This is an optimization exercise on Yosys and OpenROAD, whose aim is small area, not a production implementation. At most, simulation tests tie the RTL to the original design; equivalence was not proved. Function not checked in runs 1 and 2: the RTL went through the layout flow alone. Power is estimated from default activity; no workload was simulated.

[flow/design.v]
module CRC32(rst_n, clk, sof, eof, data_v, data, full, err);
    input rst_n;
    input clk;
    input sof;
    input eof;
    input data_v;
    input [7:0] data;
    output full;
    output err;
    reg [31:0] s;      
    reg        pend;   
    reg        err;
    reg [2:0]  c;      
    wire ld = data_v & ~sof;
    wire st = data_v & sof;
    wire nv = ~data_v;
    wire [7:0] fs;
    assign fs[0] = s[2] ^ s[3] ^ s[4] ^ s[6] ^ s[8] ^ s[16] ^ s[20] ^ s[30];
    assign fs[1] = s[0] ^ s[3] ^ s[10] ^ s[12] ^ s[16] ^ s[19] ^ s[20] ^ s[25] ^ s[29] ^ s[31];
    assign fs[2] = s[0] ^ s[1] ^ s[3] ^ s[5] ^ s[6] ^ s[8] ^ s[10] ^ s[18] ^ s[23] ^ s[24] ^ s[25] ^ s[27];
    assign fs[3] = s[1] ^ s[3] ^ s[6] ^ s[10] ^ s[17] ^ s[21] ^ s[23] ^ s[24] ^ s[25] ^ s[27] ^ s[31];
    assign fs[4] = s[1] ^ s[7] ^ s[10] ^ s[12] ^ s[13] ^ s[19] ^ s[23] ^ s[24] ^ s[28];
    assign fs[5] = s[1] ^ s[3] ^ s[6] ^ s[7] ^ s[10] ^ s[13] ^ s[16] ^ s[19] ^ s[20] ^ s[21] ^ s[23] ^ s[24] ^ s[26] ^ s[27] ^ s[28] ^ s[29];
    assign fs[6] = s[0] ^ s[3] ^ s[4] ^ s[6] ^ s[8] ^ s[10] ^ s[15] ^ s[16] ^ s[20] ^ s[23] ^ s[29];
    assign fs[7] = s[3] ^ s[4] ^ s[6] ^ s[8] ^ s[14] ^ s[16] ^ s[18] ^ s[20] ^ s[21] ^ s[23] ^ s[24] ^ s[26] ^ s[27] ^ s[29];
    wire [7:0] dd;
    assign dd[0] = data[2] ^ data[3];
    assign dd[1] = data[4];
    assign dd[2] = data[2] ^ data[7];
    assign dd[3] = data[0] ^ data[6];
    assign dd[4] = data[0] ^ data[2] ^ data[4] ^ data[7];
    assign dd[5] = data[1] ^ data[3] ^ data[6];
    assign dd[6] = data[0] ^ data[2] ^ data[5] ^ data[6];
    assign dd[7] = data[0] ^ data[1] ^ data[3] ^ data[5];
    wire [7:0] hd = dd ^ (sof ? 8'h35 : (fs ^ 8'hAA));
    always @(posedge clk)
        if (data_v) s[7:0] <= hd;
    always @(posedge clk)
        s[31:8] <= (s[23:0] & {24{ld}}) | (24'hDB1100 & {24{st}}) | (s[31:8] & {24{nv}});
    always @(posedge clk or negedge rst_n)
        if (!rst_n) begin
            pend <= 1'b0;
            err  <= 1'b0;
            c    <= 3'd0;
        end else begin
            pend <= eof;
            err  <= pend & (s != 32'h350D1787);
            c    <= {c[1], c[2] ^ c[0], ~(c[1] ? c[0] : c[2])};
        end
    assign full = &c;
endmodule
[flow/flow/run.sh]
#!/bin/bash
# Standard synthesis, then the hand-mapped netlist (flow/net.v, generated by gen/gen3.py) in its
# place when it holds the same flip-flops, then the standard layout with small port buffers and
# no CTS dummy loads.
set -uo pipefail
R=orfs/results/${FLOW_PLATFORM}/CRC32/base
bash standard.sh synth > synth.log 2>&1 || exit 1
cp $R/1_2_yosys.v std_1_2_yosys.v
if python3 flow/swap.py $R/1_2_yosys.v flow/net.v > swap.log 2>&1; then
  rm -f $R/1_synth.odb $R/1_synth.sdc
  bash standard.sh synth > synth_odb.log 2>&1 || exit 1
fi
bash standard.sh \
  BUFFER_PORTS_ARGS="-buffer_cell sky130_fd_sc_hd__buf_1" \
  CTS_ARGS="-sink_clustering_enable -sink_clustering_size 50 -sink_clustering_max_diameter 500 -root_buf sky130_fd_sc_hd__clkbuf_8 -buf_list sky130_fd_sc_hd__clkbuf_8 -repair_clock_nets -dont_use_dummy_load" \
  finish > finish.log 2>&1 || exit 1
[flow/flow/net.v]
module CRC32(rst_n, clk, sof, eof, data_v, data, full, err);
  input rst_n;
  input clk;
  input sof;
  input eof;
  input data_v;
  input [7:0] data;
  output full;
  output err;
  wire pend;
  wire \s[0] ;
  wire \s[1] ;
  wire \s[2] ;
  wire \s[3] ;
  wire \s[4] ;
  wire \s[5] ;
  wire \s[6] ;
  wire \s[7] ;
  wire \s[8] ;
  wire \s[9] ;
  wire \s[10] ;
  wire \s[11] ;
  wire \s[12] ;
  wire \s[13] ;
  wire \s[14] ;
  wire \s[15] ;
  wire \s[16] ;
  wire \s[17] ;
  wire \s[18] ;
  wire \s[19] ;
  wire \s[20] ;
  wire \s[21] ;
  wire \s[22] ;
  wire \s[23] ;
  wire \s[24] ;
  wire \s[25] ;
  wire \s[26] ;
  wire \s[27] ;
  wire \s[28] ;
  wire \s[29] ;
  wire \s[30] ;
  wire \s[31] ;
  wire \c[0] ;
  wire \c[1] ;
  wire \c[2] ;
  wire e217;
  wire n1;
  wire n11;
  wire n13;
  wire n15;
  wire n165;
  wire n167;
  wire n169;
  wire n17;
  wire n171;
  wire n173;
  wire n175;
  wire n177;
  wire n179;
  wire n181;
  wire n183;
  wire n185;
  wire n187;
  wire n189;
  wire n19;
  wire n191;
  wire n193;
  wire n195;
  wire n2;
  wire n21;
  wire n221;
  wire n222;
  wire n23;
  wire n25;
  wire n27;
  wire n29;
  wire n31;
  wire n33;
  wire n35;
  wire n37;
  wire n39;
  wire n41;
  wire n43;
  wire n45;
  wire n47;
  wire n49;
  wire n5;
  wire n51;
  wire n53;
  wire n7;
  wire n9;
  wire q197;
  wire q199;
  wire q201;
  wire q203;
  wire q205;
  wire q207;
  wire q209;
  wire q211;
  wire r213;
  wire r215;
  wire r218;
  wire x101;
  wire x103;
  wire x105;
  wire x107;
  wire x109;
  wire x111;
  wire x113;
  wire x115;
  wire x117;
  wire x119;
  wire x121;
  wire x123;
  wire x125;
  wire x127;
  wire x129;
  wire x131;
  wire x133;
  wire x135;
  wire x137;
  wire x139;
  wire x141;
  wire x143;
  wire x145;
  wire x147;
  wire x149;
  wire x151;
  wire x153;
  wire x155;
  wire x157;
  wire x159;
  wire x161;
  wire x163;
  wire x55;
  wire x57;
  wire x59;
  wire x61;
  wire x63;
  wire x65;
  wire x67;
  wire x69;
  wire x71;
  wire x73;
  wire x75;
  wire x77;
  wire x79;
  wire x81;
  wire x83;
  wire x85;
  wire x87;
  wire x89;
  wire x91;
  wire x93;
  wire x95;
  wire x97;
  wire x99;
  sky130_fd_sc_hd__edfxtp_1 \s[0]$_DFFE_PP_  (.CLK(clk), .D(n167), .DE(data_v), .Q(\s[0] ));
  sky130_fd_sc_hd__edfxtp_1 \s[1]$_DFFE_PP_  (.CLK(clk), .D(n171), .DE(data_v), .Q(\s[1] ));
  sky130_fd_sc_hd__edfxtp_1 \s[2]$_DFFE_PP_  (.CLK(clk), .D(n175), .DE(data_v), .Q(\s[2] ));
  sky130_fd_sc_hd__edfxtp_1 \s[3]$_DFFE_PP_  (.CLK(clk), .D(n179), .DE(data_v), .Q(\s[3] ));
  sky130_fd_sc_hd__edfxtp_1 \s[4]$_DFFE_PP_  (.CLK(clk), .D(n183), .DE(data_v), .Q(\s[4] ));
  sky130_fd_sc_hd__edfxtp_1 \s[5]$_DFFE_PP_  (.CLK(clk), .D(n187), .DE(data_v), .Q(\s[5] ));
  sky130_fd_sc_hd__edfxtp_1 \s[6]$_DFFE_PP_  (.CLK(clk), .D(n191), .DE(data_v), .Q(\s[6] ));
  sky130_fd_sc_hd__edfxtp_1 \s[7]$_DFFE_PP_  (.CLK(clk), .D(n195), .DE(data_v), .Q(\s[7] ));
  sky130_fd_sc_hd__dfxtp_1 \s[8]$_DFF_P_  (.CLK(clk), .D(n7), .Q(\s[8] ));
  sky130_fd_sc_hd__dfxtp_1 \s[9]$_DFF_P_  (.CLK(clk), .D(n9), .Q(\s[9] ));
  sky130_fd_sc_hd__dfxtp_1 \s[10]$_DFF_P_  (.CLK(clk), .D(n11), .Q(\s[10] ));
  sky130_fd_sc_hd__dfxtp_1 \s[11]$_DFF_P_  (.CLK(clk), .D(n13), .Q(\s[11] ));
  sky130_fd_sc_hd__dfxtp_1 \s[12]$_DFF_P_  (.CLK(clk), .D(n15), .Q(\s[12] ));
  sky130_fd_sc_hd__dfxtp_1 \s[13]$_DFF_P_  (.CLK(clk), .D(n17), .Q(\s[13] ));
  sky130_fd_sc_hd__dfxtp_1 \s[14]$_DFF_P_  (.CLK(clk), .D(n19), .Q(\s[14] ));
  sky130_fd_sc_hd__dfxtp_1 \s[15]$_DFF_P_  (.CLK(clk), .D(n21), .Q(\s[15] ));
  sky130_fd_sc_hd__dfxtp_1 \s[16]$_DFF_P_  (.CLK(clk), .D(n23), .Q(\s[16] ));
  sky130_fd_sc_hd__dfxtp_1 \s[17]$_DFF_P_  (.CLK(clk), .D(n25), .Q(\s[17] ));
  sky130_fd_sc_hd__dfxtp_1 \s[18]$_DFF_P_  (.CLK(clk), .D(n27), .Q(\s[18] ));
  sky130_fd_sc_hd__dfxtp_1 \s[19]$_DFF_P_  (.CLK(clk), .D(n29), .Q(\s[19] ));
  sky130_fd_sc_hd__dfxtp_1 \s[20]$_DFF_P_  (.CLK(clk), .D(n31), .Q(\s[20] ));
  sky130_fd_sc_hd__dfxtp_1 \s[21]$_DFF_P_  (.CLK(clk), .D(n33), .Q(\s[21] ));
  sky130_fd_sc_hd__dfxtp_1 \s[22]$_DFF_P_  (.CLK(clk), .D(n35), .Q(\s[22] ));
  sky130_fd_sc_hd__dfxtp_1 \s[23]$_DFF_P_  (.CLK(clk), .D(n37), .Q(\s[23] ));
  sky130_fd_sc_hd__dfxtp_1 \s[24]$_DFF_P_  (.CLK(clk), .D(n39), .Q(\s[24] ));
  sky130_fd_sc_hd__dfxtp_1 \s[25]$_DFF_P_  (.CLK(clk), .D(n41), .Q(\s[25] ));
  sky130_fd_sc_hd__dfxtp_1 \s[26]$_DFF_P_  (.CLK(clk), .D(n43), .Q(\s[26] ));
  sky130_fd_sc_hd__dfxtp_1 \s[27]$_DFF_P_  (.CLK(clk), .D(n45), .Q(\s[27] ));
  sky130_fd_sc_hd__dfxtp_1 \s[28]$_DFF_P_  (.CLK(clk), .D(n47), .Q(\s[28] ));
  sky130_fd_sc_hd__dfxtp_1 \s[29]$_DFF_P_  (.CLK(clk), .D(n49), .Q(\s[29] ));
  sky130_fd_sc_hd__dfxtp_1 \s[30]$_DFF_P_  (.CLK(clk), .D(n51), .Q(\s[30] ));
  sky130_fd_sc_hd__dfxtp_1 \s[31]$_DFF_P_  (.CLK(clk), .D(n53), .Q(\s[31] ));
  sky130_fd_sc_hd__dfrtp_1 \c[0]$_DFF_PN0_  (.CLK(clk), .D(n222), .Q(\c[0] ), .RESET_B(rst_n));
  sky130_fd_sc_hd__dfrtp_1 \c[1]$_DFF_PN0_  (.CLK(clk), .D(n221), .Q(\c[1] ), .RESET_B(rst_n));
  sky130_fd_sc_hd__dfrtp_1 \c[2]$_DFF_PN0_  (.CLK(clk), .D(\c[1] ), .Q(\c[2] ), .RESET_B(rst_n));
  sky130_fd_sc_hd__dfrtp_1 \pend$_DFF_PN0_  (.CLK(clk), .D(eof), .Q(pend), .RESET_B(rst_n));
  sky130_fd_sc_hd__dfrtp_1 \err$_DFF_PN0_  (.CLK(clk), .D(e217), .Q(err), .RESET_B(rst_n));
  sky130_fd_sc_hd__nor2b_1 g3 (.A(sof), .B_N(data_v), .Y(n1));
  sky130_fd_sc_hd__inv_1 g4 (.A(data_v), .Y(n2));
  sky130_fd_sc_hd__and2_1 g6 (.A(data_v), .B(sof), .X(n5));
  sky130_fd_sc_hd__a22o_1 g8 (.A1(n1), .A2(\s[0] ), .B1(n2), .B2(\s[8] ), .X(n7));
  sky130_fd_sc_hd__a22o_1 g10 (.A1(n1), .A2(\s[1] ), .B1(n2), .B2(\s[9] ), .X(n9));
  sky130_fd_sc_hd__a22o_1 g12 (.A1(n1), .A2(\s[2] ), .B1(n2), .B2(\s[10] ), .X(n11));
  sky130_fd_sc_hd__a22o_1 g14 (.A1(n1), .A2(\s[3] ), .B1(n2), .B2(\s[11] ), .X(n13));
  sky130_fd_sc_hd__a22o_1 g16 (.A1(n1), .A2(\s[4] ), .B1(n2), .B2(\s[12] ), .X(n15));
  sky130_fd_sc_hd__a22o_1 g18 (.A1(n1), .A2(\s[5] ), .B1(n2), .B2(\s[13] ), .X(n17));
  sky130_fd_sc_hd__a22o_1 g20 (.A1(n1), .A2(\s[6] ), .B1(n2), .B2(\s[14] ), .X(n19));
  sky130_fd_sc_hd__a22o_1 g22 (.A1(n1), .A2(\s[7] ), .B1(n2), .B2(\s[15] ), .X(n21));
  sky130_fd_sc_hd__a221o_1 g24 (.A1(n1), .A2(\s[8] ), .B1(n2), .B2(\s[16] ), .C1(n5), .X(n23));
  sky130_fd_sc_hd__a22o_1 g26 (.A1(n1), .A2(\s[9] ), .B1(n2), .B2(\s[17] ), .X(n25));
  sky130_fd_sc_hd__a22o_1 g28 (.A1(n1), .A2(\s[10] ), .B1(n2), .B2(\s[18] ), .X(n27));
  sky130_fd_sc_hd__a22o_1 g30 (.A1(n1), .A2(\s[11] ), .B1(n2), .B2(\s[19] ), .X(n29));
  sky130_fd_sc_hd__a221o_1 g32 (.A1(n1), .A2(\s[12] ), .B1(n2), .B2(\s[20] ), .C1(n5), .X(n31));
  sky130_fd_sc_hd__a22o_1 g34 (.A1(n1), .A2(\s[13] ), .B1(n2), .B2(\s[21] ), .X(n33));
  sky130_fd_sc_hd__a22o_1 g36 (.A1(n1), .A2(\s[14] ), .B1(n2), .B2(\s[22] ), .X(n35));
  sky130_fd_sc_hd__a22o_1 g38 (.A1(n1), .A2(\s[15] ), .B1(n2), .B2(\s[23] ), .X(n37));
  sky130_fd_sc_hd__a221o_1 g40 (.A1(n1), .A2(\s[16] ), .B1(n2), .B2(\s[24] ), .C1(n5), .X(n39));
  sky130_fd_sc_hd__a221o_1 g42 (.A1(n1), .A2(\s[17] ), .B1(n2), .B2(\s[25] ), .C1(n5), .X(n41));
  sky130_fd_sc_hd__a22o_1 g44 (.A1(n1), .A2(\s[18] ), .B1(n2), .B2(\s[26] ), .X(n43));
  sky130_fd_sc_hd__a221o_1 g46 (.A1(n1), .A2(\s[19] ), .B1(n2), .B2(\s[27] ), .C1(n5), .X(n45));
  sky130_fd_sc_hd__a221o_1 g48 (.A1(n1), .A2(\s[20] ), .B1(n2), .B2(\s[28] ), .C1(n5), .X(n47));
  sky130_fd_sc_hd__a22o_1 g50 (.A1(n1), .A2(\s[21] ), .B1(n2), .B2(\s[29] ), .X(n49));
  sky130_fd_sc_hd__a221o_1 g52 (.A1(n1), .A2(\s[22] ), .B1(n2), .B2(\s[30] ), .C1(n5), .X(n51));
  sky130_fd_sc_hd__a221o_1 g54 (.A1(n1), .A2(\s[23] ), .B1(n2), .B2(\s[31] ), .C1(n5), .X(n53));
  sky130_fd_sc_hd__xor2_1 g56 (.A(\s[3] ), .B(\s[6] ), .X(x55));
  sky130_fd_sc_hd__xor2_1 g58 (.A(\s[23] ), .B(\s[24] ), .X(x57));
  sky130_fd_sc_hd__xor2_1 g60 (.A(\s[16] ), .B(\s[20] ), .X(x59));
  sky130_fd_sc_hd__xor2_1 g62 (.A(x55), .B(x57), .X(x61));
  sky130_fd_sc_hd__xor2_1 g64 (.A(\s[27] ), .B(x61), .X(x63));
  sky130_fd_sc_hd__xor2_1 g66 (.A(\s[1] ), .B(\s[10] ), .X(x65));
  sky130_fd_sc_hd__xor2_1 g68 (.A(\s[29] ), .B(x59), .X(x67));
  sky130_fd_sc_hd__xor2_1 g70 (.A(\s[21] ), .B(x63), .X(x69));
  sky130_fd_sc_hd__xor2_1 g72 (.A(\s[4] ), .B(\s[8] ), .X(x71));
  sky130_fd_sc_hd__xor2_1 g74 (.A(\s[7] ), .B(\s[13] ), .X(x73));
  sky130_fd_sc_hd__xor2_1 g76 (.A(\s[0] ), .B(\s[10] ), .X(x75));
  sky130_fd_sc_hd__xor2_1 g78 (.A(\s[26] ), .B(x67), .X(x77));
  sky130_fd_sc_hd__xor2_1 g80 (.A(\s[12] ), .B(\s[19] ), .X(x79));
  sky130_fd_sc_hd__xor2_1 g82 (.A(\s[28] ), .B(x73), .X(x81));
  sky130_fd_sc_hd__xor2_1 g84 (.A(x69), .B(x77), .X(x83));
  sky130_fd_sc_hd__xor2_1 g86 (.A(\s[25] ), .B(\s[31] ), .X(x85));
  sky130_fd_sc_hd__xor2_1 g88 (.A(x55), .B(x71), .X(x87));
  sky130_fd_sc_hd__xor2_1 g90 (.A(x65), .B(x81), .X(x89));
  sky130_fd_sc_hd__xor2_1 g92 (.A(x67), .B(x75), .X(x91));
  sky130_fd_sc_hd__xor2_1 g94 (.A(x57), .B(x79), .X(x93));
  sky130_fd_sc_hd__xor2_1 g96 (.A(x65), .B(x85), .X(x95));
  sky130_fd_sc_hd__xor2_1 g98 (.A(\s[18] ), .B(x83), .X(x97));
  sky130_fd_sc_hd__xor2_1 g100 (.A(\s[8] ), .B(\s[25] ), .X(x99));
  sky130_fd_sc_hd__xor2_1 g102 (.A(\s[30] ), .B(x87), .X(x101));
  sky130_fd_sc_hd__xor2_1 g104 (.A(x87), .B(x91), .X(x103));
  sky130_fd_sc_hd__xor2_1 g106 (.A(\s[14] ), .B(x97), .X(x105));
  sky130_fd_sc_hd__xor2_1 g108 (.A(\s[5] ), .B(\s[18] ), .X(x107));
  sky130_fd_sc_hd__xor2_1 g110 (.A(x99), .B(x107), .X(x109));
  sky130_fd_sc_hd__xor2_1 g112 (.A(x59), .B(x101), .X(x111));
  sky130_fd_sc_hd__xor2_1 g114 (.A(\s[0] ), .B(x65), .X(x113));
  sky130_fd_sc_hd__xor2_1 g116 (.A(\s[17] ), .B(x95), .X(x115));
  sky130_fd_sc_hd__xor2_1 g118 (.A(x109), .B(x113), .X(x117));
  sky130_fd_sc_hd__xor2_1 g120 (.A(\s[3] ), .B(x91), .X(x119));
  sky130_fd_sc_hd__xor2_1 g122 (.A(\s[19] ), .B(x83), .X(x121));
  sky130_fd_sc_hd__xor2_1 g124 (.A(x63), .B(x117), .X(x123));
  sky130_fd_sc_hd__xor2_1 g126 (.A(x79), .B(x85), .X(x125));
  sky130_fd_sc_hd__xor2_1 g128 (.A(\s[2] ), .B(x111), .X(x127));
  sky130_fd_sc_hd__xor2_1 g130 (.A(\s[15] ), .B(\s[23] ), .X(x129));
  sky130_fd_sc_hd__xor2_1 g132 (.A(x119), .B(x125), .X(x131));
  sky130_fd_sc_hd__xor2_1 g134 (.A(x71), .B(x105), .X(x133));
  sky130_fd_sc_hd__xor2_1 g136 (.A(x69), .B(x115), .X(x135));
  sky130_fd_sc_hd__xor2_1 g138 (.A(x89), .B(x93), .X(x137));
  sky130_fd_sc_hd__xnor2_1 g140 (.A(x103), .B(x129), .Y(x139));
  sky130_fd_sc_hd__xnor2_1 g142 (.A(x89), .B(x121), .Y(x141));
  sky130_fd_sc_hd__xor2_1 g144 (.A(data[2]), .B(data[7]), .X(x143));
  sky130_fd_sc_hd__xor2_1 g146 (.A(data[0]), .B(data[6]), .X(x145));
  sky130_fd_sc_hd__xor2_1 g148 (.A(data[1]), .B(data[3]), .X(x147));
  sky130_fd_sc_hd__xor2_1 g150 (.A(data[2]), .B(data[3]), .X(x149));
  sky130_fd_sc_hd__xor2_1 g152 (.A(data[0]), .B(data[4]), .X(x151));
  sky130_fd_sc_hd__xor2_1 g154 (.A(x143), .B(x151), .X(x153));
  sky130_fd_sc_hd__xor2_1 g156 (.A(data[6]), .B(x147), .X(x155));
  sky130_fd_sc_hd__xor2_1 g158 (.A(data[2]), .B(data[5]), .X(x157));
  sky130_fd_sc_hd__xor2_1 g160 (.A(x145), .B(x157), .X(x159));
  sky130_fd_sc_hd__xor2_1 g162 (.A(data[0]), .B(data[5]), .X(x161));
  sky130_fd_sc_hd__xor2_1 g164 (.A(x147), .B(x161), .X(x163));
  sky130_fd_sc_hd__nor2_1 g166 (.A(x127), .B(sof), .Y(n165));
  sky130_fd_sc_hd__xnor2_1 g168 (.A(x149), .B(n165), .Y(n167));
  sky130_fd_sc_hd__nor2_1 g170 (.A(x131), .B(sof), .Y(n169));
  sky130_fd_sc_hd__xor2_1 g172 (.A(data[4]), .B(n169), .X(n171));
  sky130_fd_sc_hd__nor2_1 g174 (.A(x123), .B(sof), .Y(n173));
  sky130_fd_sc_hd__xnor2_1 g176 (.A(x143), .B(n173), .Y(n175));
  sky130_fd_sc_hd__nor2_1 g178 (.A(x135), .B(sof), .Y(n177));
  sky130_fd_sc_hd__xor2_1 g180 (.A(x145), .B(n177), .X(n179));
  sky130_fd_sc_hd__nor2_1 g182 (.A(x137), .B(sof), .Y(n181));
  sky130_fd_sc_hd__xnor2_1 g184 (.A(x153), .B(n181), .Y(n183));
  sky130_fd_sc_hd__nor2_1 g186 (.A(x141), .B(sof), .Y(n185));
  sky130_fd_sc_hd__xnor2_1 g188 (.A(x155), .B(n185), .Y(n187));
  sky130_fd_sc_hd__nor2_1 g190 (.A(x139), .B(sof), .Y(n189));
  sky130_fd_sc_hd__xor2_1 g192 (.A(x159), .B(n189), .X(n191));
  sky130_fd_sc_hd__nor2_1 g194 (.A(x133), .B(sof), .Y(n193));
  sky130_fd_sc_hd__xor2_1 g196 (.A(x163), .B(n193), .X(n195));
  sky130_fd_sc_hd__nand4_1 g198 (.A(\s[0] ), .B(\s[1] ), .C(\s[2] ), .D(\s[7] ), .Y(q197));
  sky130_fd_sc_hd__nand4_1 g200 (.A(\s[8] ), .B(\s[9] ), .C(\s[10] ), .D(\s[12] ), .Y(q199));
  sky130_fd_sc_hd__nand4_1 g202 (.A(\s[16] ), .B(\s[18] ), .C(\s[19] ), .D(\s[24] ), .Y(q201));
  sky130_fd_sc_hd__nor4_1 g204 (.A(\s[3] ), .B(\s[4] ), .C(\s[5] ), .D(\s[6] ), .Y(q203));
  sky130_fd_sc_hd__nor4_1 g206 (.A(\s[11] ), .B(\s[13] ), .C(\s[14] ), .D(\s[15] ), .Y(q205));
  sky130_fd_sc_hd__nor4_1 g208 (.A(\s[17] ), .B(\s[20] ), .C(\s[21] ), .D(\s[22] ), .Y(q207));
  sky130_fd_sc_hd__nor4_1 g210 (.A(\s[23] ), .B(\s[25] ), .C(\s[27] ), .D(\s[30] ), .Y(q209));
  sky130_fd_sc_hd__nand4b_1 g212 (.A_N(\s[31] ), .B(\s[26] ), .C(\s[28] ), .D(\s[29] ), .Y(q211));
  sky130_fd_sc_hd__nand4_1 g214 (.A(q203), .B(q205), .C(q207), .D(q209), .Y(r213));
  sky130_fd_sc_hd__nor4_1 g216 (.A(q197), .B(q199), .C(q201), .D(q211), .Y(r215));
  sky130_fd_sc_hd__nor2b_1 g219 (.A(r213), .B_N(r215), .Y(r218));
  sky130_fd_sc_hd__nor2b_1 g220 (.A(r218), .B_N(pend), .Y(e217));
  sky130_fd_sc_hd__xor2_1 g223 (.A(\c[2] ), .B(\c[0] ), .X(n221));
  sky130_fd_sc_hd__mux2i_1 g224 (.A0(\c[2] ), .A1(\c[0] ), .S(\c[1] ), .Y(n222));
  sky130_fd_sc_hd__and3_1 g225 (.A(\c[2] ), .B(\c[1] ), .C(\c[0] ), .X(full));
endmodule
[flow/flow/swap.py]
# Put the hand-mapped netlist in place of the standard synthesis netlist, if both hold the same
# flip-flops (instance names and cell types) and the same ports; otherwise leave it as it is.
import re, sys
std_path, mine_path = sys.argv[1], sys.argv[2]
std = open(std_path).read()
mine = open(mine_path).read()
FF = re.compile(r'^\s*(sky130_fd_sc_hd__\w*df\w*)\s+(\\\S+\s|\w+)\s*\(', re.M)
def flops(t):
    return sorted((m.group(1), m.group(2).strip()) for m in FF.finditer(t))
def header(t):
    m = re.search(r'module\s+CRC32\s*\(([^)]*)\)', t)
    return re.sub(r'\s+', '', m.group(1)) if m else None
fs, fm = flops(std), flops(mine)
print('standard flops:', len(fs), 'hand netlist flops:', len(fm))
if fs != fm or header(std) != header(mine):
    print('MISMATCH; keeping the standard netlist')
    for a, b in zip(fs, fm):
        if a != b: print(' ', a, b)
    sys.exit(1)
open(std_path, 'w').write(mine)
print('hand netlist in place')
[flow/standard.sh]
#!/bin/bash
# synth_recipe.tcl (not shown) runs the flow's synth.tcl, then flattens the netlist and writes it again
# the make line also repeats each setting of config.mk as NAME=value (left out here)
make -C /OpenROAD-flow-scripts/flow DESIGN_CONFIG=/design/flow/config.mk WORK_HOME=/design/flow/orfs CLKGATE_MAP_FILE= SYNTH_SCRIPT=/design/flow/synth_recipe.tcl "${@:-finish}"
[flow/config.mk]
export PLATFORM = sky130hd
export DESIGN_NAME = CRC32
export DESIGN_NICKNAME = CRC32
export VERILOG_FILES = /design/flow/design.v
export SDC_FILE = /design/flow/constraint.sdc
export NUM_CORES = 4
export LEC_CHECK = 0
export CAP_MARGIN = 20
export CORE_MARGIN = 2
export CORE_UTILIZATION = 40
export SLEW_MARGIN = 20
[flow/constraint.sdc]
create_clock -name core_clock -period 5.0 [get_ports {clk}]
set_input_delay 1.0000 -clock core_clock [delete_from_list [all_inputs] [get_ports {clk}]]
set_output_delay 1.0000 -clock core_clock [all_outputs]
set_load 0.01 [all_outputs]
==> flow_metrics.env, run 1 <==
export IMPL_status="complete, no violations"
export IMPL_cpMostUsedCell="xor2_1"
export IMPL_period_needed_ns=2.84
export IMPL_path_depth=10
export IMPL_layout_setup_ws_ns=2.16
export IMPL_tns_ns=0
export IMPL_post_cts_resize_count=0
export IMPL_synthCells=150
export IMPL_holdPathStages=0
export IMPL_leakagePower_nw=0.808
export IMPL_die_h_um=70.5
export IMPL_drt_initial_drc_count=88
export IMPL_vias_per_cell=5.45
export IMPL_grt_max_degree=25
export IMPL_irDropWorstVdd_uv=263
export IMPL_io_buffers=14
export IMPL_path_max_fanout=4
export IMPL_grt_pass1_wl_mm=6.15
export IMPL_drt_first_pass_iters=4
export IMPL_worst_setup_path_end_kind="flop"
export IMPL_syn_nets=163
export IMPL_cts_buffers_inserted=5
export IMPL_cp_cell_sequence="xor2_1, xor2_1, xor2_1, xor2_1, xor2_1, xor2_1, xor2_1, xor2_1, nor2_1, xor2_1"
export IMPL_yosys_warnings=1
export IMPL_die_area_sq_um=4960
export IMPL_tightest_slew_ns=0.733
export IMPL_slowest_delay_ns=0.45
export IMPL_rrSetupSlack_ns=2.16
export IMPL_fin_skew_ns=0.0158
export IMPL_crit_family="XOR/XNOR gates"
export IMPL_drive_gt1_share_pct=3.53
export IMPL_grt_pass1_vias=1186
export IMPL_fin_crit_sh_pct=56.8
export IMPL_cts_root_buf="clkbuf_8"
export IMPL_post_route_util_pct=45.7
export IMPL_cts_reportedPaths_clkPinSlew_ns=0.07
export IMPL_report_final_hold_viol_count=0
export IMPL_io_pins=15
export IMPL_rsz0062_at_grt="no"
export IMPL_rr_worst_depth=10
export IMPL_cts_tree="yes"
export IMPL_postRouteAntennaNets=0
export IMPL_final_nets=185
export IMPL_die_x_um=70.5
export IMPL_path_buf_inv=0
export IMPL_hold_worst_slack_ns=0.429
export IMPL_arrival_ns=2.87
export IMPL_postCtsSetupBuffers=0
export IMPL_total_power_w=0.00143
export IMPL_core_area_sq_um=4290
export IMPL_cpMaxStageDelayCell="edfxtp_1"
export IMPL_dpl_hpwl_mm=2.76
export IMPL_grt_use_total_pct=16.3
export IMPL_worstSetupStartpointType="flop"
export IMPL_antenna_found_initial=0
export IMPL_syn_area_sq_um=1770
export IMPL_clock_sinks=37
export IMPL_start_util_pct=41.1
export IMPL_postCtsHoldBufs=0
export IMPL_areaGrowthSynthToFinish_pct=11.0
export IMPL_grt_overflow=0
export IMPL_drv_slew=0
export IMPL_max_cap_violations=0
export IMPL_num_rows=24
export IMPL_max_slew_margin_pct=51.1
export IMPL_crit_type="reg2reg"
export IMPL_clk_latency_ns=0.29
export IMPL_cts_htree_levels=2
export IMPL_setup_viol=0
export IMPL_routedWlPerCell_um=17.3
export IMPL_gp_congestion=0.917
export IMPL_route_detailed_drc=0
export IMPL_via_count=1209
export IMPL_routed_wl_mm=3.83
export IMPL_fmax_mhz=352
export IMPL_num_antenna_cells=0
export IMPL_cts_max_path_buffers=2
export IMPL_critical_path_required_ns=5.03
export IMPL_p_per_area_nw_per_um2=727
export IMPL_min_path_type="reg2reg"
export IMPL_pre_cts_slack_ns=2.22
export IMPL_syn_avg_cell_area_sq_um=11.8
export IMPL_n_fill_cell=416
==> final timing paths <==
| path | from | to |
|---|---|---|
| worst max register to register | s[3] | s[7] |
| worst min-delay path | c[1] | c[2] |
| max in group asynchronous | rst_n | c[0] |
| worst max-delay path | s[3] | s[7] |
| worst min register to register | c[1] | c[2] |
| min in group asynchronous | rst_n | pend |
==> metrics by stage <==
step	area, sq um	cells
final	1960	222
after global routing	1960	222
after CTS	1960	222
after detailed placement	1890	217
after global placement	1890	217
after floorplan	1770	150
==> sequential cells by signal (all words and copies together) (netlist names) <==
register and count:
c 3, s 32, err 1, pend 1
==> power by group <==
group / switching, W / total, W / internal (W) / leakage, nW
logic: 0.000415 / 0.000741 / 0.000326 / 0.434
clock network: 0.0000921 / 0.000182 / 0.0000897 / 0.0359
registers: 0.0000900 / 0.000504 / 0.000414 / 0.338
total: 0.000597 / 0.00143 / 0.000829 / 0.808
==> routing by layer <==
metal | vias up | share of wire [%] | GRT usage, %
li1 | 578 | - | -
met1 | 582 | 45 | 20.1
met4 | 0 | 2.3 | 7.69
met5 | - | 0 | 0
met3 | 10 | 4.5 | 4.18
met2 | 39 | 48 | 26.5
==> cells in the final DEF, fill, tap and decap left out <==
master / count
a221o_1: 8
a22o_1: 16
and2_1: 1
and3_1: 1
buf_1: 14
buf_4: 1
clkbuf_8: 5
dfrtp_1: 5
dfxtp_1: 24
edfxtp_1: 8
inv_1: 1
mux2i_1: 1
nand4_1: 4
nand4b_1: 1
nor2_1: 8
nor2b_1: 3
nor4_1: 5
xnor2_1: 6
xor2_1: 58
==> cell type report <==
class                   instances  area, sq um  area share, %
repair buffers                 15         60.1           3.06
multi-input cells             112          917           46.8
clock buffers                   5         68.8           3.51
well taps                      52         65.1           3.32
inverters                       1         3.75          0.191
flip-flops and latches         37          846           43.1
==> run 2: changes to the inputs <==
--- a/flow/flow/run.sh
+++ b/flow/flow/run.sh
@@ -12,5 +12,5 @@
 fi
 bash standard.sh \
   BUFFER_PORTS_ARGS="-buffer_cell sky130_fd_sc_hd__buf_1" \
-  CTS_ARGS="-sink_clustering_enable -sink_clustering_size 50 -sink_clustering_max_diameter 500 -root_buf sky130_fd_sc_hd__clkbuf_8 -buf_list sky130_fd_sc_hd__clkbuf_8 -repair_clock_nets -dont_use_dummy_load" \
+  CTS_ARGS="-sink_clustering_enable -sink_clustering_size 20 -sink_clustering_max_diameter 500 -root_buf sky130_fd_sc_hd__clkbuf_4 -buf_list sky130_fd_sc_hd__clkbuf_4 -repair_clock_nets -dont_use_dummy_load" \
   finish > finish.log 2>&1 || exit 1
==> flow_metrics.env, run 2 <==
export IMPL_crit_family="XOR/XNOR gates"
export IMPL_clk_latency_ns=0.35
export IMPL_report_final_hold_viol_count=0
export IMPL_postCtsSetupBuffers=0
export IMPL_cpMostUsedCell="xor2_1"
export IMPL_min_path_type="reg2reg"
export IMPL_io_buffers=14
export IMPL_arrival_ns=2.89
export IMPL_max_slew_margin_pct=50.0
export IMPL_areaGrowthSynthToFinish_pct=9.21
export IMPL_final_nets=185
export IMPL_io_pins=15
export IMPL_antenna_found_initial=0
export IMPL_num_antenna_cells=0
export IMPL_num_rows=24
export IMPL_grt_pass1_wl_mm=6.11
export IMPL_fmax_mhz=357
export IMPL_cpMaxStageDelayCell="edfxtp_1"
export IMPL_cts_reportedPaths_clkPinSlew_ns=0.12
export IMPL_regMostFlops="s"
export IMPL_routedWlPerCell_um=17.0
export IMPL_drive_gt1_share_pct=3.53
export IMPL_fin_crit_sh_pct=56.0
export IMPL_postCtsHoldBufs=0
export IMPL_place_area_sq_um=1890
export IMPL_fin_skew_ns=0.0317
export IMPL_die_x_um=70.5
export IMPL_leakagePower_nw=0.795
export IMPL_max_cap_violations=0
export IMPL_fin_area_sq_um=1930
export IMPL_path_max_fanout=4
export IMPL_n_fill_cell=416
export IMPL_yosys_warnings=1
export IMPL_gp_congestion=0.917
export IMPL_path_buf_inv=0
export IMPL_grt_use_total_pct=16.2
export IMPL_grt_max_degree=25
export IMPL_tns_ns=0
export IMPL_rsz0062_at_grt="no"
export IMPL_tightest_slew_ns=0.749
export IMPL_cts_htree_levels=2
export IMPL_grt_overflow=0
export IMPL_worst_setup_path_end_kind="flop"
export IMPL_start_util_pct=41.1
export IMPL_postRouteAntennaNets=0
export IMPL_route_detailed_drc=0
export IMPL_final_common_cell="xor2_1"
export IMPL_syn_area_sq_um=1770
export IMPL_drt_first_pass_iters=4
export IMPL_reg_largest_list="s: 32 flops, c: 3 flops"
export IMPL_crit_type="reg2reg"
export IMPL_final_cell_mix="58 x xor2_1, 24 x dfxtp_1, 16 x a22o_1"
export IMPL_setup_viol=0
export IMPL_grt_pass1_vias=1190
export IMPL_dpl_hpwl_mm=2.76
export IMPL_drt_initial_drc_count=64
export IMPL_clock_sinks=37
export IMPL_synthCells=150
export IMPL_die_h_um=70.5
export IMPL_p_per_area_nw_per_um2=711
export IMPL_worstSetupStartpointType="flop"
export IMPL_cts_max_path_buffers=2
export IMPL_cp_cell_sequence="xor2_1, xor2_1, xor2_1, xor2_1, xor2_1, xor2_1, xor2_1, xor2_1, nor2_1, xor2_1"
export IMPL_via_count=1214
export IMPL_cts_buffers_inserted=5
export IMPL_die_area_sq_um=4960
export IMPL_period_needed_ns=2.80
export IMPL_largest_reg_flops=32
export IMPL_syn_avg_cell_area_sq_um=11.8
export IMPL_cts_tree="yes"
export IMPL_drv_slew=0
export IMPL_irDropWorstVdd_uv=261
export IMPL_cts_root_buf="clkbuf_4"
export IMPL_post_cts_resize_count=0
export IMPL_core_area_sq_um=4290
export IMPL_vias_per_cell=5.47
export IMPL_slowest_delay_ns=0.46
export IMPL_critical_path_required_ns=5.10
export IMPL_status="complete, no violations"
export IMPL_routed_wl_mm=3.78
export IMPL_syn_nets=163
-- run 2: worst paths after layout --
kind                        from   end  slack, ns  cells after the start
hold reg to reg             c[1]  c[2]       0.44                      0
max in group asynchronous  rst_n   err       4.32                      1
setup / recovery            s[3]  s[7]       2.20                     10
hold / removal              c[1]  c[2]       0.44                      0
setup reg to reg            s[3]  s[7]       2.20                     10
min in group asynchronous  rst_n  pend       0.47                      1
-- run 2: metal layers --
metal  vias to the layer above  part of all wire [%]  global-route usage, %
li1                        582                     -                      -
met5                         -                     0                      0
met2                        38                    49                   26.4
met3                         9                   4.3                   4.18
met1                       585                    45                   20.0
met4                         0                   2.5                   7.05
-- run 2: power breakdown --
part	total, W	switching, W	internal [W]
Clock	0.000134	0.0000873	0.0000470
Sequential	0.000503	0.0000896	0.000413
Combinational	0.000734	0.000408	0.000326
-- run 2: layout make-up --
type | instances | area (sq um) | share of cell area (%)
repair buffers | 15 | 60.1 | 3.11
inverters | 1 | 3.75 | 0.195
well taps | 52 | 65.1 | 3.37
clock buffers | 5 | 37.5 | 1.95
multi-input cells | 112 | 917 | 47.5
flip-flops and latches | 37 | 846 | 43.8
-- run 2: per-stage QoR --
step	utilization [%]	setup slack [ns]	hold WS [ns]	power (W)	cells
global route	44.9	1.95	0.465	0.00147	222
CTS	44.9	2.19	0.451	0.00138	222
global placement	44.1	2.30	0.400	0.00123	217
finish	44.9	2.20	0.440	0.00137	222
detailed placement	44.1	2.22	0.424	0.00123	217
floorplan	-	2.43	0.387	0.00107	150
==> run 3: changes to the inputs <==
--- a/flow/design.v
+++ b/flow/design.v
@@ -32,11 +32,11 @@
     assign dd[5] = data[1] ^ data[3] ^ data[6];
     assign dd[6] = data[0] ^ data[2] ^ data[5] ^ data[6];
     assign dd[7] = data[0] ^ data[1] ^ data[3] ^ data[5];
-    wire [7:0] hd = dd ^ (sof ? 8'h35 : (fs ^ 8'hAA));
+    wire [7:0] hd = dd ^ (sof ? 8'h24 : (fs ^ 8'h67));
     always @(posedge clk)
         if (data_v) s[7:0] <= hd;
     always @(posedge clk)
-        s[31:8] <= (s[23:0] & {24{ld}}) | (24'hDB1100 & {24{st}}) | (s[31:8] & {24{nv}});
+        s[31:8] <= (s[23:0] & {24{ld}}) | (24'hCA0011 & {24{st}}) | (s[31:8] & {24{nv}});
     always @(posedge clk or negedge rst_n)
         if (!rst_n) begin
             pend <= 1'b0;
@@ -44,7 +44,7 @@
             c    <= 3'd0;
         end else begin
             pend <= eof;
-            err  <= pend & (s != 32'h350D1787);
+            err  <= pend & (s != 32'h241C0696);
             c    <= {c[1], c[2] ^ c[0], ~(c[1] ? c[0] : c[2])};
         end
     assign full = &c;
--- a/flow/flow/run.sh
+++ b/flow/flow/run.sh
@@ -1,7 +1,7 @@
 #!/bin/bash
 # Standard synthesis, then the hand-mapped netlist (flow/net.v, generated by gen/gen3.py) in its
 # place when it holds the same flip-flops, then the standard layout with small port buffers and
-# no CTS dummy loads.
+# clock tree built from clkbuf_4 without dummy loads.
 set -uo pipefail
 R=orfs/results/${FLOW_PLATFORM}/CRC32/base
 bash standard.sh synth > synth.log 2>&1 || exit 1
--- a/flow/flow/net.v
+++ b/flow/flow/net.v
@@ -68,8 +68,8 @@
   wire n195;
   wire n2;
   wire n21;
-  wire n221;
-  wire n222;
+  wire n219;
+  wire n220;
   wire n23;
   wire n25;
   wire n27;
@@ -99,7 +99,6 @@
   wire q211;
   wire r213;
   wire r215;
-  wire r218;
   wire x101;
   wire x103;
   wire x105;
@@ -187,35 +186,35 @@
   sky130_fd_sc_hd__dfxtp_1 \s[29]$_DFF_P_  (.CLK(clk), .D(n49), .Q(\s[29] ));
   sky130_fd_sc_hd__dfxtp_1 \s[30]$_DFF_P_  (.CLK(clk), .D(n51), .Q(\s[30] ));
   sky130_fd_sc_hd__dfxtp_1 \s[31]$_DFF_P_  (.CLK(clk), .D(n53), .Q(\s[31] ));
-  sky130_fd_sc_hd__dfrtp_1 \c[0]$_DFF_PN0_  (.CLK(clk), .D(n222), .Q(\c[0] ), .RESET_B(rst_n));
-  sky130_fd_sc_hd__dfrtp_1 \c[1]$_DFF_PN0_  (.CLK(clk), .D(n221), .Q(\c[1] ), .RESET_B(rst_n));
+  sky130_fd_sc_hd__dfrtp_1 \c[0]$_DFF_PN0_  (.CLK(clk), .D(n220), .Q(\c[0] ), .RESET_B(rst_n));
+  sky130_fd_sc_hd__dfrtp_1 \c[1]$_DFF_PN0_  (.CLK(clk), .D(n219), .Q(\c[1] ), .RESET_B(rst_n));
   sky130_fd_sc_hd__dfrtp_1 \c[2]$_DFF_PN0_  (.CLK(clk), .D(\c[1] ), .Q(\c[2] ), .RESET_B(rst_n));
   sky130_fd_sc_hd__dfrtp_1 \pend$_DFF_PN0_  (.CLK(clk), .D(eof), .Q(pend), .RESET_B(rst_n));
   sky130_fd_sc_hd__dfrtp_1 \err$_DFF_PN0_  (.CLK(clk), .D(e217), .Q(err), .RESET_B(rst_n));
   sky130_fd_sc_hd__nor2b_1 g3 (.A(sof), .B_N(data_v), .Y(n1));
   sky130_fd_sc_hd__inv_1 g4 (.A(data_v), .Y(n2));
   sky130_fd_sc_hd__and2_1 g6 (.A(data_v), .B(sof), .X(n5));
-  sky130_fd_sc_hd__a22o_1 g8 (.A1(n1), .A2(\s[0] ), .B1(n2), .B2(\s[8] ), .X(n7));
+  sky130_fd_sc_hd__a221o_1 g8 (.A1(n1), .A2(\s[0] ), .B1(n2), .B2(\s[8] ), .C1(n5), .X(n7));
   sky130_fd_sc_hd__a22o_1 g10 (.A1(n1), .A2(\s[1] ), .B1(n2), .B2(\s[9] ), .X(n9));
   sky130_fd_sc_hd__a22o_1 g12 (.A1(n1), .A2(\s[2] ), .B1(n2), .B2(\s[10] ), .X(n11));
   sky130_fd_sc_hd__a22o_1 g14 (.A1(n1), .A2(\s[3] ), .B1(n2), .B2(\s[11] ), .X(n13));
-  sky130_fd_sc_hd__a22o_1 g16 (.A1(n1), .A2(\s[4] ), .B1(n2), .B2(\s[12] ), .X(n15));
+  sky130_fd_sc_hd__a221o_1 g16 (.A1(n1), .A2(\s[4] ), .B1(n2), .B2(\s[12] ), .C1(n5), .X(n15));
   sky130_fd_sc_hd__a22o_1 g18 (.A1(n1), .A2(\s[5] ), .B1(n2), .B2(\s[13] ), .X(n17));
   sky130_fd_sc_hd__a22o_1 g20 (.A1(n1), .A2(\s[6] ), .B1(n2), .B2(\s[14] ), .X(n19));
   sky130_fd_sc_hd__a22o_1 g22 (.A1(n1), .A2(\s[7] ), .B1(n2), .B2(\s[15] ), .X(n21));
-  sky130_fd_sc_hd__a221o_1 g24 (.A1(n1), .A2(\s[8] ), .B1(n2), .B2(\s[16] ), .C1(n5), .X(n23));
+  sky130_fd_sc_hd__a22o_1 g24 (.A1(n1), .A2(\s[8] ), .B1(n2), .B2(\s[16] ), .X(n23));
   sky130_fd_sc_hd__a22o_1 g26 (.A1(n1), .A2(\s[9] ), .B1(n2), .B2(\s[17] ), .X(n25));
   sky130_fd_sc_hd__a22o_1 g28 (.A1(n1), .A2(\s[10] ), .B1(n2), .B2(\s[18] ), .X(n27));
   sky130_fd_sc_hd__a22o_1 g30 (.A1(n1), .A2(\s[11] ), .B1(n2), .B2(\s[19] ), .X(n29));
-  sky130_fd_sc_hd__a221o_1 g32 (.A1(n1), .A2(\s[12] ), .B1(n2), .B2(\s[20] ), .C1(n5), .X(n31));
+  sky130_fd_sc_hd__a22o_1 g32 (.A1(n1), .A2(\s[12] ), .B1(n2), .B2(\s[20] ), .X(n31));
   sky130_fd_sc_hd__a22o_1 g34 (.A1(n1), .A2(\s[13] ), .B1(n2), .B2(\s[21] ), .X(n33));
   sky130_fd_sc_hd__a22o_1 g36 (.A1(n1), .A2(\s[14] ), .B1(n2), .B2(\s[22] ), .X(n35));
   sky130_fd_sc_hd__a22o_1 g38 (.A1(n1), .A2(\s[15] ), .B1(n2), .B2(\s[23] ), .X(n37));
-  sky130_fd_sc_hd__a221o_1 g40 (.A1(n1), .A2(\s[16] ), .B1(n2), .B2(\s[24] ), .C1(n5), .X(n39));
+  sky130_fd_sc_hd__a22o_1 g40 (.A1(n1), .A2(\s[16] ), .B1(n2), .B2(\s[24] ), .X(n39));
   sky130_fd_sc_hd__a221o_1 g42 (.A1(n1), .A2(\s[17] ), .B1(n2), .B2(\s[25] ), .C1(n5), .X(n41));
   sky130_fd_sc_hd__a22o_1 g44 (.A1(n1), .A2(\s[18] ), .B1(n2), .B2(\s[26] ), .X(n43));
   sky130_fd_sc_hd__a221o_1 g46 (.A1(n1), .A2(\s[19] ), .B1(n2), .B2(\s[27] ), .C1(n5), .X(n45));
-  sky130_fd_sc_hd__a221o_1 g48 (.A1(n1), .A2(\s[20] ), .B1(n2), .B2(\s[28] ), .C1(n5), .X(n47));
+  sky130_fd_sc_hd__a22o_1 g48 (.A1(n1), .A2(\s[20] ), .B1(n2), .B2(\s[28] ), .X(n47));
   sky130_fd_sc_hd__a22o_1 g50 (.A1(n1), .A2(\s[21] ), .B1(n2), .B2(\s[29] ), .X(n49));
   sky130_fd_sc_hd__a221o_1 g52 (.A1(n1), .A2(\s[22] ), .B1(n2), .B2(\s[30] ), .C1(n5), .X(n51));
   sky130_fd_sc_hd__a221o_1 g54 (.A1(n1), .A2(\s[23] ), .B1(n2), .B2(\s[31] ), .C1(n5), .X(n53));
@@ -253,15 +252,15 @@
   sky130_fd_sc_hd__xor2_1 g118 (.A(x109), .B(x113), .X(x117));
   sky130_fd_sc_hd__xor2_1 g120 (.A(\s[3] ), .B(x91), .X(x119));
   sky130_fd_sc_hd__xor2_1 g122 (.A(\s[19] ), .B(x83), .X(x121));
-  sky130_fd_sc_hd__xor2_1 g124 (.A(x63), .B(x117), .X(x123));
+  sky130_fd_sc_hd__xnor2_1 g124 (.A(x63), .B(x117), .Y(x123));
   sky130_fd_sc_hd__xor2_1 g126 (.A(x79), .B(x85), .X(x125));
   sky130_fd_sc_hd__xor2_1 g128 (.A(\s[2] ), .B(x111), .X(x127));
   sky130_fd_sc_hd__xor2_1 g130 (.A(\s[15] ), .B(\s[23] ), .X(x129));
   sky130_fd_sc_hd__xor2_1 g132 (.A(x119), .B(x125), .X(x131));
-  sky130_fd_sc_hd__xor2_1 g134 (.A(x71), .B(x105), .X(x133));
-  sky130_fd_sc_hd__xor2_1 g136 (.A(x69), .B(x115), .X(x135));
-  sky130_fd_sc_hd__xor2_1 g138 (.A(x89), .B(x93), .X(x137));
-  sky130_fd_sc_hd__xnor2_1 g140 (.A(x103), .B(x129), .Y(x139));
+  sky130_fd_sc_hd__xnor2_1 g134 (.A(x71), .B(x105), .Y(x133));
+  sky130_fd_sc_hd__xnor2_1 g136 (.A(x69), .B(x115), .Y(x135));
+  sky130_fd_sc_hd__xnor2_1 g138 (.A(x89), .B(x93), .Y(x137));
+  sky130_fd_sc_hd__xor2_1 g140 (.A(x103), .B(x129), .X(x139));
   sky130_fd_sc_hd__xnor2_1 g142 (.A(x89), .B(x121), .Y(x141));
   sky130_fd_sc_hd__xor2_1 g144 (.A(data[2]), .B(data[7]), .X(x143));
   sky130_fd_sc_hd__xor2_1 g146 (.A(data[0]), .B(data[6]), .X(x145));
@@ -275,7 +274,7 @@
   sky130_fd_sc_hd__xor2_1 g162 (.A(data[0]), .B(data[5]), .X(x161));
   sky130_fd_sc_hd__xor2_1 g164 (.A(x147), .B(x161), .X(x163));
   sky130_fd_sc_hd__nor2_1 g166 (.A(x127), .B(sof), .Y(n165));
-  sky130_fd_sc_hd__xnor2_1 g168 (.A(x149), .B(n165), .Y(n167));
+  sky130_fd_sc_hd__xor2_1 g168 (.A(x149), .B(n165), .X(n167));
   sky130_fd_sc_hd__nor2_1 g170 (.A(x131), .B(sof), .Y(n169));
   sky130_fd_sc_hd__xor2_1 g172 (.A(data[4]), .B(n169), .X(n171));
   sky130_fd_sc_hd__nor2_1 g174 (.A(x123), .B(sof), .Y(n173));
@@ -283,26 +282,25 @@
   sky130_fd_sc_hd__nor2_1 g178 (.A(x135), .B(sof), .Y(n177));
   sky130_fd_sc_hd__xor2_1 g180 (.A(x145), .B(n177), .X(n179));
   sky130_fd_sc_hd__nor2_1 g182 (.A(x137), .B(sof), .Y(n181));
-  sky130_fd_sc_hd__xnor2_1 g184 (.A(x153), .B(n181), .Y(n183));
+  sky130_fd_sc_hd__xor2_1 g184 (.A(x153), .B(n181), .X(n183));
   sky130_fd_sc_hd__nor2_1 g186 (.A(x141), .B(sof), .Y(n185));
   sky130_fd_sc_hd__xnor2_1 g188 (.A(x155), .B(n185), .Y(n187));
   sky130_fd_sc_hd__nor2_1 g190 (.A(x139), .B(sof), .Y(n189));
   sky130_fd_sc_hd__xor2_1 g192 (.A(x159), .B(n189), .X(n191));
   sky130_fd_sc_hd__nor2_1 g194 (.A(x133), .B(sof), .Y(n193));
   sky130_fd_sc_hd__xor2_1 g196 (.A(x163), .B(n193), .X(n195));
-  sky130_fd_sc_hd__nand4_1 g198 (.A(\s[0] ), .B(\s[1] ), .C(\s[2] ), .D(\s[7] ), .Y(q197));
-  sky130_fd_sc_hd__nand4_1 g200 (.A(\s[8] ), .B(\s[9] ), .C(\s[10] ), .D(\s[12] ), .Y(q199));
-  sky130_fd_sc_hd__nand4_1 g202 (.A(\s[16] ), .B(\s[18] ), .C(\s[19] ), .D(\s[24] ), .Y(q201));
-  sky130_fd_sc_hd__nor4_1 g204 (.A(\s[3] ), .B(\s[4] ), .C(\s[5] ), .D(\s[6] ), .Y(q203));
-  sky130_fd_sc_hd__nor4_1 g206 (.A(\s[11] ), .B(\s[13] ), .C(\s[14] ), .D(\s[15] ), .Y(q205));
-  sky130_fd_sc_hd__nor4_1 g208 (.A(\s[17] ), .B(\s[20] ), .C(\s[21] ), .D(\s[22] ), .Y(q207));
-  sky130_fd_sc_hd__nor4_1 g210 (.A(\s[23] ), .B(\s[25] ), .C(\s[27] ), .D(\s[30] ), .Y(q209));
-  sky130_fd_sc_hd__nand4b_1 g212 (.A_N(\s[31] ), .B(\s[26] ), .C(\s[28] ), .D(\s[29] ), .Y(q211));
-  sky130_fd_sc_hd__nand4_1 g214 (.A(q203), .B(q205), .C(q207), .D(q209), .Y(r213));
-  sky130_fd_sc_hd__nor4_1 g216 (.A(q197), .B(q199), .C(q201), .D(q211), .Y(r215));
-  sky130_fd_sc_hd__nor2b_1 g219 (.A(r213), .B_N(r215), .Y(r218));
-  sky130_fd_sc_hd__nor2b_1 g220 (.A(r218), .B_N(pend), .Y(e217));
-  sky130_fd_sc_hd__xor2_1 g223 (.A(\c[2] ), .B(\c[0] ), .X(n221));
-  sky130_fd_sc_hd__mux2i_1 g224 (.A0(\c[2] ), .A1(\c[0] ), .S(\c[1] ), .Y(n222));
-  sky130_fd_sc_hd__and3_1 g225 (.A(\c[2] ), .B(\c[1] ), .C(\c[0] ), .X(full));
+  sky130_fd_sc_hd__nand4_1 g198 (.A(\s[1] ), .B(\s[2] ), .C(\s[4] ), .D(\s[7] ), .Y(q197));
+  sky130_fd_sc_hd__nand4_1 g200 (.A(\s[9] ), .B(\s[10] ), .C(\s[18] ), .D(\s[19] ), .Y(q199));
+  sky130_fd_sc_hd__nor4_1 g202 (.A(\s[0] ), .B(\s[3] ), .C(\s[5] ), .D(\s[6] ), .Y(q201));
+  sky130_fd_sc_hd__nor4_1 g204 (.A(\s[8] ), .B(\s[11] ), .C(\s[12] ), .D(\s[13] ), .Y(q203));
+  sky130_fd_sc_hd__nor4_1 g206 (.A(\s[14] ), .B(\s[15] ), .C(\s[16] ), .D(\s[17] ), .Y(q205));
+  sky130_fd_sc_hd__nor4_1 g208 (.A(\s[21] ), .B(\s[22] ), .C(\s[23] ), .D(\s[24] ), .Y(q207));
+  sky130_fd_sc_hd__nor4_1 g210 (.A(\s[25] ), .B(\s[27] ), .C(\s[28] ), .D(\s[30] ), .Y(q209));
+  sky130_fd_sc_hd__nand4b_1 g212 (.A_N(\s[31] ), .B(\s[20] ), .C(\s[26] ), .D(\s[29] ), .Y(q211));
+  sky130_fd_sc_hd__nand4_1 g214 (.A(q201), .B(q203), .C(q205), .D(q207), .Y(r213));
+  sky130_fd_sc_hd__nor4_1 g216 (.A(q197), .B(q199), .C(q211), .D(r213), .Y(r215));
+  sky130_fd_sc_hd__a21boi_0 g218 (.A1(q209), .A2(r215), .B1_N(pend), .Y(e217));
+  sky130_fd_sc_hd__xor2_1 g221 (.A(\c[2] ), .B(\c[0] ), .X(n219));
+  sky130_fd_sc_hd__mux2i_1 g222 (.A0(\c[2] ), .A1(\c[0] ), .S(\c[1] ), .Y(n220));
+  sky130_fd_sc_hd__and3_1 g223 (.A(\c[2] ), .B(\c[1] ), .C(\c[0] ), .X(full));
 endmodule
==> flow_metrics.env, run 3 <==
export IMPL_status="complete, no violations"
export IMPL_arrival_ns=2.87
export IMPL_max_cap_violations=0
export IMPL_cts_root_buf="clkbuf_4"
export IMPL_num_antenna_cells=0
export IMPL_syn_nets=162
export IMPL_dpl_hpwl_mm=2.66
export IMPL_final_common_cell="xor2_1"
export IMPL_grt_pass1_wl_mm=5.82
export IMPL_crit_type="reg2reg"
export IMPL_routed_wl_mm=3.51
export IMPL_switching_share_pct=41.8
export IMPL_fin_cells=221
export IMPL_yosys_warnings=1
export IMPL_drt_first_pass_iters=4
export IMPL_vias_per_cell=5.40
export IMPL_reg_largest_list="s: 32 flops, c: 3 flops"
export IMPL_postRouteAntennaNets=0
export IMPL_drv_slew=0
export IMPL_clock_sinks=37
export IMPL_drive_gt1_share_pct=3.55
export IMPL_syn_avg_cell_area_sq_um=11.8
export IMPL_place_inst=216
export IMPL_leakagePower_nw=0.801
export IMPL_hold_worst_slack_ns=0.436
export IMPL_route_detailed_drc=0
export IMPL_grt_overflow=0
export IMPL_grt_use_total_pct=15.3
export IMPL_critical_path_required_ns=5.08
export IMPL_core_area_sq_um=4290
export IMPL_grtUsageMet1_pct=19.7
export IMPL_cts_reportedPaths_clkPinSlew_ns=0.10
export IMPL_place_area_sq_um=1880
export IMPL_grt_max_degree=25
export IMPL_period_needed_ns=2.78
export IMPL_fin_skew_ns=0.0180
export IMPL_worstSetupStartpointType="flop"
export IMPL_busiest_layer="met2"
export IMPL_grt_use_met3_pct=4.33
export IMPL_met2_usage_pct=24.0
export IMPL_irDropWorstVdd_uv=307
export IMPL_die_area_sq_um=4940
export IMPL_clk_latency_ns=0.34
export IMPL_post_route_util_pct=44.8
export IMPL_min_path_type="reg2reg"
export IMPL_setup_viol=0
export IMPL_p_int_w=0.000785
export IMPL_grt_pass1_vias=1201
export IMPL_antenna_found_initial=0
export IMPL_rsz0062_at_grt="no"
export IMPL_die_x_um=70.3
export IMPL_start_util_pct=41.0
export IMPL_syn_area_sq_um=1760
export IMPL_postCtsSetupBuffers=0
export IMPL_cts_max_path_buffers=2
export IMPL_io_pins=15
export IMPL_max_slew_margin_pct=54.4
export IMPL_synthCells=149
export IMPL_drt_initial_drc_count=129
export IMPL_final_nets=184
export IMPL_tns_ns=0
export IMPL_largest_reg_flops=32
export IMPL_n_fill_cell=411
export IMPL_fin_crit_sh_pct=55.6
export IMPL_tightest_slew_ns=0.683
export IMPL_seqCellArea_sq_um=846
export IMPL_cts_buffers_inserted=5
export IMPL_worst_setup_path_end_kind="flop"
export IMPL_p_per_area_nw_per_um2=702
export IMPL_share_seq_of_total_power_pct=37.1
export IMPL_areaGrowthSynthToFinish_pct=9.25
export IMPL_cts_tree="yes"
export IMPL_power_frac_clock_pct=9.6
export IMPL_final_cell_mix="57 x xor2_1, 24 x dfxtp_1, 18 x a22o_1"
export IMPL_p_comb_share_pct=53.3
export IMPL_path_max_fanout=4
export IMPL_routedWlPerCell_um=15.9
export IMPL_via_count=1194
export IMPL_num_rows=24
export IMPL_multi_input_area_sq_um=910
export IMPL_regMostFlops="s"
export IMPL_io_buffers=14
export IMPL_report_final_hold_viol_count=0
export IMPL_fin_area_sq_um=1920
export IMPL_postCtsHoldBufs=0
export IMPL_p_switching_w=0.000565
export IMPL_fmax_mhz=359
export IMPL_die_h_um=70.3
export IMPL_cts_htree_levels=2
export IMPL_gp_congestion=0.955
export IMPL_post_cts_resize_count=0
run 3: final timing paths:
| kind | cells after the start | endpoint | slack, ns | from |
|---|---|---|---|---|
| max | 10 | s[7] | 2.22 | s[3] |
| max reg2reg | 10 | s[7] | 2.22 | s[3] |
| max in group asynchronous | 1 | pend | 4.32 | rst_n |
| min reg2reg | 0 | c[2] | 0.44 | c[1] |
| min | 0 | c[2] | 0.44 | c[1] |
| min in group asynchronous | 1 | c[1] | 0.48 | rst_n |
run 3: stage by stage:
| stage | total power [W] | setup WS, ns |
|---|---|---|
| after floorplan | 0.00106 | 2.45 |
| after global placement | 0.00122 | 2.31 |
| after detailed placement | 0.00121 | 2.26 |
| after CTS | 0.00135 | 2.23 |
| after global routing | 0.00144 | 2.00 |
| final | 0.00135 | 2.22 |
run 3: power groups by stage:
stage	logic [W]	registers, W	clock network (W)
2_1_floorplan	0.000585	0.000475	0
3_3_place_gp	0.000711	0.000505	0
3_5_place_dp	0.000705	0.000504	0
4_1_cts	0.000716	0.000498	0.000139
5_1_grt	0.000786	0.000508	0.000146
6_report	0.000720	0.000500	0.000130
run 3: critical path, stage by stage, from the launching register on:
cell,delay [ns]
edfxtp_1,0.46
xor2_1,0.28
xor2_1,0.20
xor2_1,0.26
xor2_1,0.29
xor2_1,0.29
xor2_1,0.20
xor2_1,0.20
xnor2_1,0.14
nor2_1,0.07
xor2_1,0.15
run 3: cell type report:
type	instances	area share, %
clock buffers	5	1.95
inverters	1	0.195
multi-input cells	111	47.3
flip-flops and latches	37	44.0
well taps	52	3.39
repair buffers	15	3.13
run 3: layer usage:
layer | routed length [um] | share of wire, %
met5 | 0 | 0
met4 | 72 | 2.1
met3 | 135 | 3.8
met2 | 1630 | 46
met1 | 1670 | 48

separate check: timing with driven ports:
How much do the figures lean on ideal ports? The routed layouts below were timed once more, with nothing changed but the port constraints. Step 1 assumes that a clkbuf_16 drives the clock port and a buf_2 every other input. Step 2 also shifts input and output timing later by t, the mid clock arrival at the registers, as if the neighbouring blocks saw the same clock. a / b / c = no drivers / after step 1 / after step 2; a / b = the first two.
run	t (ns)	slack for setup (ns)	hold WS [ns]	slew at the worst register clock pin (ns)	worst data-port slew with drivers (ns)
run 1	0.304	2.162 / 2.162 / 2.162	0.429 / 0.429 / 0.429	0.07 / 0.07	0.03
run 2	0.352	2.202 / 2.202 / 2.202	0.440 / 0.440 / 0.440	0.12 / 0.12	0.03
run 3	0.355	2.218 / 2.218 / 2.218	0.436 / 0.436 / 0.436	0.10 / 0.10	0.03
After both steps every run listed still meets setup and hold.
